This is an optimization exercise on Yosys and OpenROAD, whose aim is small area, not a production implementation.
Power and IR drop assume default switching activity.

Design collision_avoidance_car, start of the top module:
module collision_avoidance_car (
    input wire clk,
    input wire rst,
    input wire front_obstacle_detected,
    input wire left_obstacle_detected,
    input wire right_obstacle_detected,
    input wire front_obstacle_slow,
    input wire lane_clear_left,
    input wire lane_clear_right,
    input wire destination_reached,
    input wire [1:0] speed_limit_zone,
    output wire [1:0] acceleration,
    output wire [1:0] steering,
    output wire [1:0] indicators,
    output reg  [7:0] current_speed_out,
    output reg  [31:0] distance_travelled_out,
    output wire [31:0] total_power_consumed_out
);
For scale: ~91 flip-flops, about 89 I/O pins, roughly 0.0048 sq mm of cells after synthesis.
Settings: LEC_CHECK=0, CAP_MARGIN=20, CORE_MARGIN=2, CORE_UTILIZATION=40, SLEW_MARGIN=20, SYNTH_HIERARCHICAL=1; clock period 9.0 ns.
standard.sh (not shown) runs the stock make flow with config.mk's settings and CLKGATE_MAP_FILE= SYNTH_SCRIPT=/design/flow/synth_recipe.tcl, a recipe that flattens the netlist after the stock synthesis.
==> flow/flow/run.sh <==
#!/bin/bash
# The standard layout, with small port buffers and a clock tree without dummy loads.
set -euo pipefail
bash standard.sh \
  "BUFFER_PORTS_ARGS=-buffer_cell sky130_fd_sc_hd__buf_1" \
  "CTS_ARGS=-sink_clustering_enable -repair_clock_nets -dont_use_dummy_load" \
  finish > standard.log 2>&1
==> next run, changes <==
==> flow/flow/run.sh (replaced) <==
#!/bin/bash
# The standard layout, with small port buffers and a small clock tree without dummy loads.
set -euo pipefail
bash standard.sh \
  "BUFFER_PORTS_ARGS=-buffer_cell sky130_fd_sc_hd__buf_1" \
  "CTS_ARGS=-sink_clustering_enable -repair_clock_nets -dont_use_dummy_load -buf_list sky130_fd_sc_hd__clkbuf_16 -sink_clustering_size 100 -sink_clustering_max_diameter 500" \
  finish > standard.log 2>&1
=>
- worst setup slack does not change
- maximum frequency stays the same
- routed wire length does not change
- total power is unchanged
- global-route usage is unchanged
==> next run, changes <==
==> flow/flow/run.sh (replaced) <==
#!/bin/bash
# The standard layout, with small port buffers and a small clock tree without dummy loads.
set -euo pipefail
bash standard.sh \
  "BUFFER_PORTS_ARGS=-buffer_cell sky130_fd_sc_hd__buf_1" \
  "CTS_ARGS=-sink_clustering_enable -repair_clock_nets -dont_use_dummy_load -buf_list sky130_fd_sc_hd__clkbuf_8 -sink_clustering_size 40 -sink_clustering_max_diameter 200" \
  finish > standard.log 2>&1
Flip-flop and latch count does not change.
Via count increases by about 1.2%.
Synthesized cell count stays the same.
No functional check of the RTL was part of any run of this note.


collision_avoidance_car again, from the RTL that the note above started with.
==> flow/config.mk <==
export PLATFORM = sky130hd
export DESIGN_NAME = collision_avoidance_car
export DESIGN_NICKNAME = collision_avoidance_car
export VERILOG_FILES = /design/flow/design.v
export SDC_FILE = /design/flow/constraint.sdc
export NUM_CORES = 4
export LEC_CHECK = 0
export CAP_MARGIN = 20
export CORE_MARGIN = 2
export CORE_UTILIZATION = 40
export SLEW_MARGIN = 20
export SYNTH_HIERARCHICAL = 1
==> flow/constraint.sdc <==
create_clock -name core_clock -period 9.0 [get_ports {clk}]
set_input_delay 1.8000 -clock core_clock [delete_from_list [all_inputs] [get_ports {clk}]]
set_output_delay 1.8000 -clock core_clock [all_outputs]
set_load 0.01 [all_outputs]
run.sh (not shown) runs the stock make flow with config.mk's settings and CLKGATE_MAP_FILE= SYNTH_SCRIPT=/design/flow/synth_recipe.tcl, a recipe that flattens the netlist after the stock synthesis.
Stock flow here: none of the scripts above is used.
Change:
==> flow/flow/run.sh (new file) <==
#!/bin/bash
# The standard layout, with small port buffers and a small clock tree without dummy loads.
set -euo pipefail
bash standard.sh \
  "BUFFER_PORTS_ARGS=-buffer_cell sky130_fd_sc_hd__buf_1" \
  "CTS_ARGS=-repair_clock_nets -dont_use_dummy_load -buf_list sky130_fd_sc_hd__clkbuf_8 -root_buf sky130_fd_sc_hd__clkbuf_16" \
  finish > standard.log 2>&1
==> flow/standard.sh (new file) <==
#!/bin/bash
# synth_recipe.tcl (not shown) runs the flow's synth.tcl, then flattens the netlist and writes it again
# the make line also repeats each setting of config.mk as NAME=value (left out here)
make -C /OpenROAD-flow-scripts/flow DESIGN_CONFIG=/design/flow/config.mk WORK_HOME=/design/flow/orfs CLKGATE_MAP_FILE= SYNTH_SCRIPT=/design/flow/synth_recipe.tcl "${@:-finish}"
removed: flow/run.sh
Global-route usage came out lower by 0.66 points.
Worst setup slack got worse by 30 ps.
Design area went down by roughly a tenth.
Routed wire length decreases by a few percent.
Utilization came out lower by 5.4 points.
Clock power decreases by about a fifth.
Fmax goes down slightly.
Sequential share of layout area rises by 4.4 points.
Power shrinks by roughly a tenth.
Function was not checked in any run of this note: the RTL went through the layout flow alone.

==> static timing again, ports no longer ideal <==
In the flow no input, the clock included, has a driving cell. The finished layouts below were timed again as built, in two steps. Step 1: set_driving_cell puts a clkbuf_16 on clk and a buf_2 on each other input, an assumption about the parent block. Step 2, shift: input delay + t, output delay - t, t = (earliest + latest rising clock arrival at the registers) / 2. This alone moves slack from input paths to output paths. Three values: ideal, step 1, step 2; two values: the first two.
| run | t, ns | slack for setup (ns) | worst setup path after step 2 |
|---|---|---|---|
| the first run of note 1 | 0.375 | 0.896 / 0.896 / 0.896 | register to register |
| the second run of note 1 | 0.375 | 0.896 / 0.896 / 0.896 | register to register |
| the third run of note 1 | 0.393 | 0.895 / 0.895 / 0.895 | register to register |
| the first run of note 2 | 0.376 | 0.926 / 0.926 / 0.926 | register to register |
| the second run of note 2 | 0.375 | 0.896 / 0.896 / 0.896 | register to register |
After both steps every run listed still meets setup and hold.
